This is an optimization exercise on Yosys and OpenROAD, whose aim is small area and a short achievable clock period, not a production implementation.
Only simulation tests tie the RTL to the original design; equivalence was not proved.

==> flow/design.v, too long to show whole: its modules and the start of the top module <==
// module CSA_3_2: 10 lines
// module BOOTH_ENC: 10 lines
// module C42_4_2: 16 lines
// module C42N_4_2: 14 lines
// module HA_2_2: 9 lines
// module CPA_32: 200 lines
// module INC_18: 83 lines
// module conv1d: 2361 lines
module conv1d (
    input clk,
    input rst_n,
    input w_valid,
    input [47:0] w_in,
    input [15:0] x,
    input [15:0] b,
    output [31:0] y
);
  // ...
==> flow/flow/run.sh <==
#!/bin/bash
# The standard layout (the standard.sh, unchanged), with plain buf_1
# cells as the port buffers instead of the delay buffers that ORFS's
# buffer_ports picks by default.  standard.sh's full output goes to
# standard.log; ORFS writes each step's log under orfs/logs/.
export BUFFER_PORTS_ARGS="-buffer_cell sky130_fd_sc_hd__buf_1"
bash standard.sh > standard.log 2>&1
==> flow/standard.sh <==
#!/bin/bash
# synth_recipe.tcl (not shown) runs the flow's synth.tcl, then flattens the netlist and writes it again
# the make line also repeats each setting of config.mk as NAME=value (left out here)
make -C /OpenROAD-flow-scripts/flow DESIGN_CONFIG=/design/flow/config.mk WORK_HOME=/design/flow/orfs CLKGATE_MAP_FILE= SYNTH_SCRIPT=/design/flow/synth_recipe.tcl "${@:-finish}"
==> flow/config.mk <==
export PLATFORM = sky130hd
export DESIGN_NAME = conv1d
export DESIGN_NICKNAME = conv1d
export VERILOG_FILES = /design/flow/design.v
export SDC_FILE = /design/flow/constraint.sdc
export NUM_CORES = 4
export LEC_CHECK = 0
export CAP_MARGIN = 75
export CORE_MARGIN = 2
export CORE_UTILIZATION = 65
export PLACE_DENSITY = 0.75
export SETUP_SLACK_MARGIN = 5
export SLEW_MARGIN = 75
export SYNTH_HIERARCHICAL = 1
export SYNTH_MINIMUM_KEEP_SIZE = 0
==> flow/constraint.sdc <==
create_clock -name core_clock -period 10.0 [get_ports {clk}]
set_input_delay 2.0000 -clock core_clock [delete_from_list [all_inputs] [get_ports {clk}]]
set_output_delay 2.0000 -clock core_clock [all_outputs]
set_load 0.01 [all_outputs]
==> run summary, run 1 <==
status timing/DRC/antenna clean; vias in the first global route 21,690; Startpoint Class flop; kind of cell adding the most delay to the critical path adder cells; routed wl met3 7116 µm; multi-input combinational area share 52.82%; top post-synthesis cells by area dfrtp_1 35%, fa_1 22%, xnor2_1 12%; Syn Area/Cell 12.95 µm²; layout inverter count without the clock tree 28; Seq/total area 34.43%; clock period minus worst slack 3975 ps; CP endpoint kind flop; Synth Warn # 7; compound-cell area share of the yosys netlist 11.74%; drt wl/cell 24.55 µm; nets@finish 2,940; area share of fa/ha/maj cells after synthesis 26.57%; DIE WIDTH ~220 µm; Fin. Hold Viols 0; fmax 251.5 MHz; multi-input gates between 1,500 and 2,000; FF+latch area 11,850 µm²; post-route worst setup slack 6025 ps
==> run 2: changes to the inputs <==
--- a/flow/design.v
+++ b/flow/design.v
@@ -1708,17 +1708,17 @@
   wire m2_129 = ((w2n[10] & none[7]) | (w2n[9] & ntwo[7])) ^ nneg[7];
   wire m2_130 = ((w2n[11] & none[7]) | (w2n[10] & ntwo[7])) ^ nneg[7];
   wire m2_131 = ((w2n[12] & none[7]) | (w2n[11] & ntwo[7])) ^ nneg[7];
   wire m2_132 = ((w2n[13] & none[7]) | (w2n[12] & ntwo[7])) ^ nneg[7];
   wire m2_133 = ((w2n[14] & none[7]) | (w2n[13] & ntwo[7])) ^ nneg[7];
   wire m2_134 = ((w2n[15] & none[7]) | (w2n[14] & ntwo[7])) ^ nneg[7];
   wire m2_135 = ~(((w2n[15] & none[7]) | (w2n[15] & ntwo[7])) ^ nneg[7]);
   wire m2_136, m2_137;
-  HA_2_2 u_m2_136 (.a(nneg[6]), .b(bc0_12), .cout(m2_137), .sum(m2_136));
+  HA_2_2 u_m2_136 (.a(bc0_12), .b(bc1_12), .cout(m2_137), .sum(m2_136));
   wire m2_138, m2_139;
   HA_2_2 u_m2_138 (.a(bc0_13), .b(bc1_13), .cout(m2_139), .sum(m2_138));
   wire m2_140, m2_141;
   CSA_3_2 u_m2_140 (.a(bc0_14), .b(bc1_14), .cin(nneg[7]), .cout(m2_141), .sum(m2_140));
   wire m2_142, m2_143;
   HA_2_2 u_m2_142 (.a(m2_104), .b(m2_119), .cout(m2_143), .sum(m2_142));
   wire m2_144, m2_145;
   CSA_3_2 u_m2_144 (.a(bc0_15), .b(bc1_15), .cin(m2_105), .cout(m2_145), .sum(m2_144));
@@ -1728,41 +1728,41 @@
   CSA_3_2 u_m2_148 (.a(bc0_16), .b(bc1_16), .cin(m2_106), .cout(m2_149), .sum(m2_148));
   wire m2_150, m2_151;
   HA_2_2 u_m2_150 (.a(m2_121), .b(m2_16), .cout(m2_151), .sum(m2_150));
   wire m2_152, m2_153;
   CSA_3_2 u_m2_152 (.a(bc0_17), .b(bc1_17), .cin(m2_107), .cout(m2_153), .sum(m2_152));
   wire m2_154, m2_155;
   HA_2_2 u_m2_154 (.a(bc0_18), .b(bc1_18), .cout(m2_155), .sum(m2_154));
   wire m2_156, m2_157;
-  HA_2_2 u_m2_156 (.a(nneg[3]), .b(bc0_6), .cout(m2_157), .sum(m2_156));
+  HA_2_2 u_m2_156 (.a(bc0_6), .b(bc1_6), .cout(m2_157), .sum(m2_156));
   wire m2_158, m2_159;
   HA_2_2 u_m2_158 (.a(bc0_7), .b(bc1_7), .cout(m2_159), .sum(m2_158));
   wire m2_160, m2_161;
-  CSA_3_2 u_m2_160 (.a(nneg[4]), .b(bc0_8), .cin(bc1_8), .cout(m2_161), .sum(m2_160));
+  CSA_3_2 u_m2_160 (.a(bc0_8), .b(bc1_8), .cin(nneg[4]), .cout(m2_161), .sum(m2_160));
   wire m2_162, m2_163;
   HA_2_2 u_m2_162 (.a(m2_23), .b(m2_38), .cout(m2_163), .sum(m2_162));
   wire m2_164, m2_165;
   CSA_3_2 u_m2_164 (.a(bc0_9), .b(bc1_9), .cin(m2_24), .cout(m2_165), .sum(m2_164));
   wire m2_166, m2_167;
   HA_2_2 u_m2_166 (.a(m2_39), .b(m2_54), .cout(m2_167), .sum(m2_166));
   wire m2_168, m2_169;
-  CSA_3_2 u_m2_168 (.a(nneg[5]), .b(bc0_10), .cin(bc1_10), .cout(m2_169), .sum(m2_168));
+  CSA_3_2 u_m2_168 (.a(bc0_10), .b(bc1_10), .cin(nneg[5]), .cout(m2_169), .sum(m2_168));
   wire m2_170, m2_171;
   CSA_3_2 u_m2_170 (.a(m2_10), .b(m2_25), .cin(m2_40), .cout(m2_171), .sum(m2_170));
   wire m2_172, m2_173;
   HA_2_2 u_m2_172 (.a(m2_55), .b(m2_70), .cout(m2_173), .sum(m2_172));
   wire m2_174, m2_175;
   CSA_3_2 u_m2_174 (.a(bc0_11), .b(bc1_11), .cin(m2_11), .cout(m2_175), .sum(m2_174));
   wire m2_176, m2_177;
   CSA_3_2 u_m2_176 (.a(m2_26), .b(m2_41), .cin(m2_56), .cout(m2_177), .sum(m2_176));
   wire m2_178, m2_179;
   HA_2_2 u_m2_178 (.a(m2_71), .b(m2_86), .cout(m2_179), .sum(m2_178));
   wire m2_180, m2_181;
-  CSA_3_2 u_m2_180 (.a(bc1_12), .b(m2_136), .cin(m2_102), .cout(m2_181), .sum(m2_180));
+  CSA_3_2 u_m2_180 (.a(m2_136), .b(nneg[6]), .cin(m2_102), .cout(m2_181), .sum(m2_180));
   wire m2_182, m2_183;
   CSA_3_2 u_m2_182 (.a(m2_12), .b(m2_27), .cin(m2_42), .cout(m2_183), .sum(m2_182));
   wire m2_184, m2_185;
   CSA_3_2 u_m2_184 (.a(m2_57), .b(m2_72), .cin(m2_87), .cout(m2_185), .sum(m2_184));
   wire m2_186, m2_187;
   CSA_3_2 u_m2_186 (.a(m2_137), .b(m2_138), .cin(m2_103), .cout(m2_187), .sum(m2_186));
   wire m2_188, m2_189;
   CSA_3_2 u_m2_188 (.a(m2_13), .b(m2_28), .cin(m2_43), .cout(m2_189), .sum(m2_188));
@@ -2526,45 +2526,45 @@
       bc1_27 <= m1_460;
       bc0_28 <= m1_461;
       bc1_28 <= m1_462;
       bc0_29 <= m1_464;
       bc1_29 <= m1_463;
       bc0_30 <= m1_466;
       bc1_30 <= m1_465;
       bc0_31 <= m1_467;
-      sc0_0 <= nneg[0];
-      sc1_0 <= bc0_0;
-      sc2_0 <= bc1_0;
+      sc0_0 <= bc0_0;
+      sc1_0 <= bc1_0;
+      sc2_0 <= nneg[0];
       sc3_0 <= m2_0;
       sc0_1 <= bc0_1;
       sc1_1 <= bc1_1;
       sc2_1 <= m2_1;
-      sc0_2 <= nneg[1];
-      sc1_2 <= bc0_2;
-      sc2_2 <= bc1_2;
+      sc0_2 <= bc0_2;
+      sc1_2 <= bc1_2;
+      sc2_2 <= nneg[1];
       sc3_2 <= m2_17;
       sc4_2 <= m2_2;
       sc0_3 <= bc0_3;
       sc1_3 <= bc1_3;
       sc2_3 <= m2_18;
       sc3_3 <= m2_3;
-      sc0_4 <= nneg[2];
-      sc1_4 <= bc0_4;
-      sc2_4 <= bc1_4;
+      sc0_4 <= bc0_4;
+      sc1_4 <= bc1_4;
+      sc2_4 <= nneg[2];
       sc3_4 <= m2_19;
       sc4_4 <= m2_34;
       sc5_4 <= m2_4;
       sc0_5 <= bc0_5;
       sc1_5 <= bc1_5;
       sc2_5 <= m2_20;
       sc3_5 <= m2_35;
       sc4_5 <= m2_5;
-      sc0_6 <= bc1_6;
-      sc1_6 <= m2_156;
+      sc0_6 <= m2_156;
+      sc1_6 <= nneg[3];
       sc2_6 <= m2_21;
       sc3_6 <= m2_36;
       sc4_6 <= m2_51;
       sc5_6 <= m2_6;
       sc0_7 <= m2_157;
       sc1_7 <= m2_158;
       sc2_7 <= m2_22;
       sc3_7 <= m2_37;
==> flow/config.mk (replaced) <==
export PLATFORM = sky130hd
export DESIGN_NAME = conv1d
export DESIGN_NICKNAME = conv1d
export VERILOG_FILES = /design/flow/design.v
export SDC_FILE = /design/flow/constraint.sdc
export NUM_CORES = 4
export LEC_CHECK = 0
export CAP_MARGIN = 70
export CORE_MARGIN = 2
export CORE_UTILIZATION = 65
export PLACE_DENSITY = 0.75
export SETUP_SLACK_MARGIN = 5
export SLEW_MARGIN = 70
export SYNTH_HIERARCHICAL = 1
export SYNTH_MINIMUM_KEEP_SIZE = 0
==> run 2 against run 1 <==
  * Area after synthesis is essentially flat
  * Sequential share of layout area grew 0.26 points
  * Largest cell class unchanged
  * Global-route usage shrank 0.74 points
  * Routed wire length shrank 1.8%
  * Non-clock buffer count shrank 25
  * Via count shrank 1.2%
  * Setup slack lost 170 ps
  * Still clean
==> run summary, run 2 <==
status timing/DRC/antenna clean (unchanged); Min-Delay Path Class reg -> reg (unchanged); hold slack final 341.9 ps (was 329.7 ps); Final Max Slew Viols 0 (unchanged); FILL cells 3,069 (was 2,980); Antenna Nets Post-Route 0 (unchanged); cell taking the most area after synthesis dfrtp_1 (unchanged); Hold Buf Count CTS 0 (unchanged); Synth Warn # 7 (unchanged); sequential fraction of the synthesis area 37.87% (was 37.92%); Startpoint Class flop (unchanged); Netlist cell types 57 (unchanged); slowest stage delay, CP 530 ps (about the same); vias per cell 6.375 (was 6.399); Clk pin slew, worst setup/hold paths 60 ps (about the same); fin area 33,880 µm² (was 34,420 µm²); Final setup viols 0 (unchanged); clock period minus worst slack 4144 ps (was 3975 ps); post_cts resized 0 (unchanged); Biggest register yr (unchanged); # diodes 0 (unchanged); Core ar. 46,750 µm² (unchanged); Setup Skew 23.32 ps (was 32.11 ps); layout cells sized above 1 12.59% (was 13.87%); post-route insts no fill 3,046 (was 3,072); drt wl/cell 24.30 µm (was 24.55 µm); Post-synth ARST share 96.59% (was 96.60%); grt ovf 0 (unchanged); WP data required 10,480 ps (was 10,520 ps); Synth top area share 34.62% (was 34.68%); DRC 0 (unchanged); Fin. Hold Viols 0 (unchanged); Root Buffer clkbuf_16 (unchanged); via count 19,420 (was 19,660); Clock Latency Late Sink 600 ps (was 610 ps); crit-path cells fa_1, maj3_1, xor2_1, xnor2_1, ha_1, nand3_1, o22ai_1, o211ai_1, buf_1, buf_1, buf_1, a21oi_2, or4_1, o2111a_1 (was fa_1, maj3_1, xor2_1, xnor2_1, ha_1, nand3_1, a211oi_2, o211ai_1, buf_2, buf_1, buf_1, buf_1, a211oi_4, buf_2, nor3_1, a211oi_2); CP max FO 7 (was 5); CP dominant cell by count buf_1 (unchanged); H-Tree Depth 2 (unchanged); Starting Density 66.01% (was 66.06%); top post-synthesis cells by area dfrtp_1 35%, fa_1 22%, xnor2_1 12% (unchanged); CTS sink cnt 469 (was 470); Gate Count Post-Synth 2,384 (was 2,385); vias in the first global route 21,240 (was 21,690); Largest register FFs 32 (unchanged); fmax 241.3 MHz (was 251.5 MHz); Setup CP Type reg -> reg (unchanged); initial antenna violation count 0 (was 1); most frequent cells in the layout 424 x xnor2_1, 389 x dfrtp_1, 340 x a22oi_1 (was 424 x xnor2_1, 390 x dfrtp_1, 340 x a22oi_1); first-pass GRT wire length 117,900 µm (was 120,700 µm); CP endpoint kind flop (unchanged); WP data arrival 4620 ps (was 4500 ps); die area 49,240 µm² (was 49,280 µm²); gpl congestion 0.8815 (was 0.8770); Setup Buffers After CTS 0 (unchanged); kind of cell adding the most delay to the critical path adder cells (unchanged); RSZ-0062 raised after global routing false (unchanged); Tcrit/Tclk final 41.44% (was 39.75%); Site Rows 79 (unchanged); nets@finish 2,913 (was 2,940); DIE WIDTH 221.9 µm (was 222.0 µm); DRT Pass-1 Iters 6 (unchanged); Critical path buffers and inverters 3 (was 5); Total GRT Usage 30.94% (was 31.68%); most common cell after layout, fill and taps aside xnor2_1 (unchanged); port buffer count 114 (unchanged); Post-DP HPWL 49,290 µm (was 51,840 µm); biggest regs yr (32), br (17) (unchanged); Slowest-stage cell, CP fa_1 (unchanged); area post-placement 31,930 µm² (was 32,540 µm²); top cells by count, synth 427 x dfrtp_1, 424 x xnor2_1, 340 x a22oi_1, 333 x fa_1, 142 x clkbuf_1 (was 428 x dfrtp_1, 424 x xnor2_1, 340 x a22oi_1, 333 x fa_1, 141 x clkbuf_1); top-level port count 115 (unchanged); clock tree buffer depth 3 (unchanged); Mapped Area 30,860 µm² (was 30,890 µm²); Area Overhead vs Synth 9.766% (was 11.43%); number of DRC markers in iteration 0 1,989 (was 2,295); largest net degree at the start of global routing 61 (was 53); Post-synth EDFFs 0 (unchanged); CTS tree done (unchanged); post-synthesis register bit count 469 (was 470); count leader, synth dfrtp_1 (unchanged); Max Cap Viol 0 (unchanged); Syn Area/Cell 12.95 µm² (about the same); Post-Route WL 74,030 µm (was 75,410 µm); CTS Buf Count 50 (was 51); Chip Height 221.9 µm (was 222.0 µm); setup TNS 0 ps (unchanged); placed cells 2,949 (was 2,977); ys flop type dfrtp_1 (unchanged)
-- run 2: kinds of logic (layout without fill, tap and decap cells) --
| logic type | Yosys count | in the layout | share of synthesized area (%) |
|---|---|---|---|
| xor gates and xnor gates | 516 | 516 | 15.95 |
| AOI/OAI and AO/OA | 483 | 483 | 11.75 |
| DFF | 469 | 469 | 37.87 |
| adders and majority gates | 462 | 462 | 26.60 |
| buffers and inverters | 250 | 302 | 3.685 |
| and+or+nand+nor | 155 | 155 | 2.205 |
| muxes | 48 | 48 | 1.934 |
| other | 1 | 4 | 0.01215 |
-- run 2: routing by layer --
layer | GRT usage, % | share of wire [%]
met4 | 12.18 | 3.5
met1 | 41.91 | 40
met2 | 50.23 | 48
met3 | 5.765 | 7.8
met5 | 0 | 0
-- run 2: final timing paths --
| check | depth (start not counted) | to | slack, ps | start |
|---|---|---|---|---|
| setup / recovery | 14 | yr[28] | 5860 | dneg[3] |
| hold / removal | 0 | sc1_26 | 340 | bc1_26 |
| setup reg to reg | 14 | yr[28] | 5860 | dneg[3] |
| hold reg to reg | 0 | sc1_26 | 340 | bc1_26 |
| max in group asynchronous | 5 | ac0_22 | 7240 | rst_n |
| min in group asynchronous | 1 | yr[13] | 1300 | rst_n |
-- run 2: metrics by stage --
stage / setup slack [ps] / util (%)
detailed placement: 5453 / 68.30
finish: 5856 / 72.46
global placement: 5351 / 67.21
CTS: 5892 / 72.20
floorplan: 5966 / -
global route: 5671 / 72.46
-- run 2: cell type report --
cell class	instances	area, µm²	share of cell area [%]
well taps	607	759.5	2.242
flip-flops and latches	469	11750	34.69
multi-input cells	1668	18130	53.52
clock buffers	65	1418	4.185
inverters	28	105.1	0.3103
clock inverters	29	406.6	1.200
repair buffers	180	1306	3.856
-- run 2: Yosys stat by module, one instance, submodules excluded --
module,cells,times used
C42N_4_2,3,2
CPA_32,202,1
BOOTH_ENC,5,8
CSA_3_2,1,328
conv1d,1553,1
HA_2_2,1,66
C42_4_2,7,27

-- static timing again, ports no longer ideal --
Ports are ideal in the flow. The routed layouts listed here were re-timed in OpenROAD.
Step 1: set_driving_cell puts a clkbuf_16 on clk and a buf_2 on each other input, an assumption about the parent block.
Step 2 also shifts input and output timing later by t, the mid clock arrival at the registers, as if the neighbouring blocks saw the same clock.
a / b / c = ideal ports / drivers / drivers and shift; a / b = the first two.
run	shift t [ns]	setup slack, ns	hold WS [ns]	worst register clock-pin slew, ns
run 1	0.653	6.025 / 6.025 / 5.562	0.330 / 0.330 / 0.330	0.07 / 0.07
run 2	0.649	5.856 / 5.856 / 5.466	0.342 / 0.342 / 0.342	0.07 / 0.07
After both steps setup and hold are still met in every run listed. The setup slack of run 1, which loses most, moves by 0.000 ns with the drivers and by -0.463 ns with both steps.
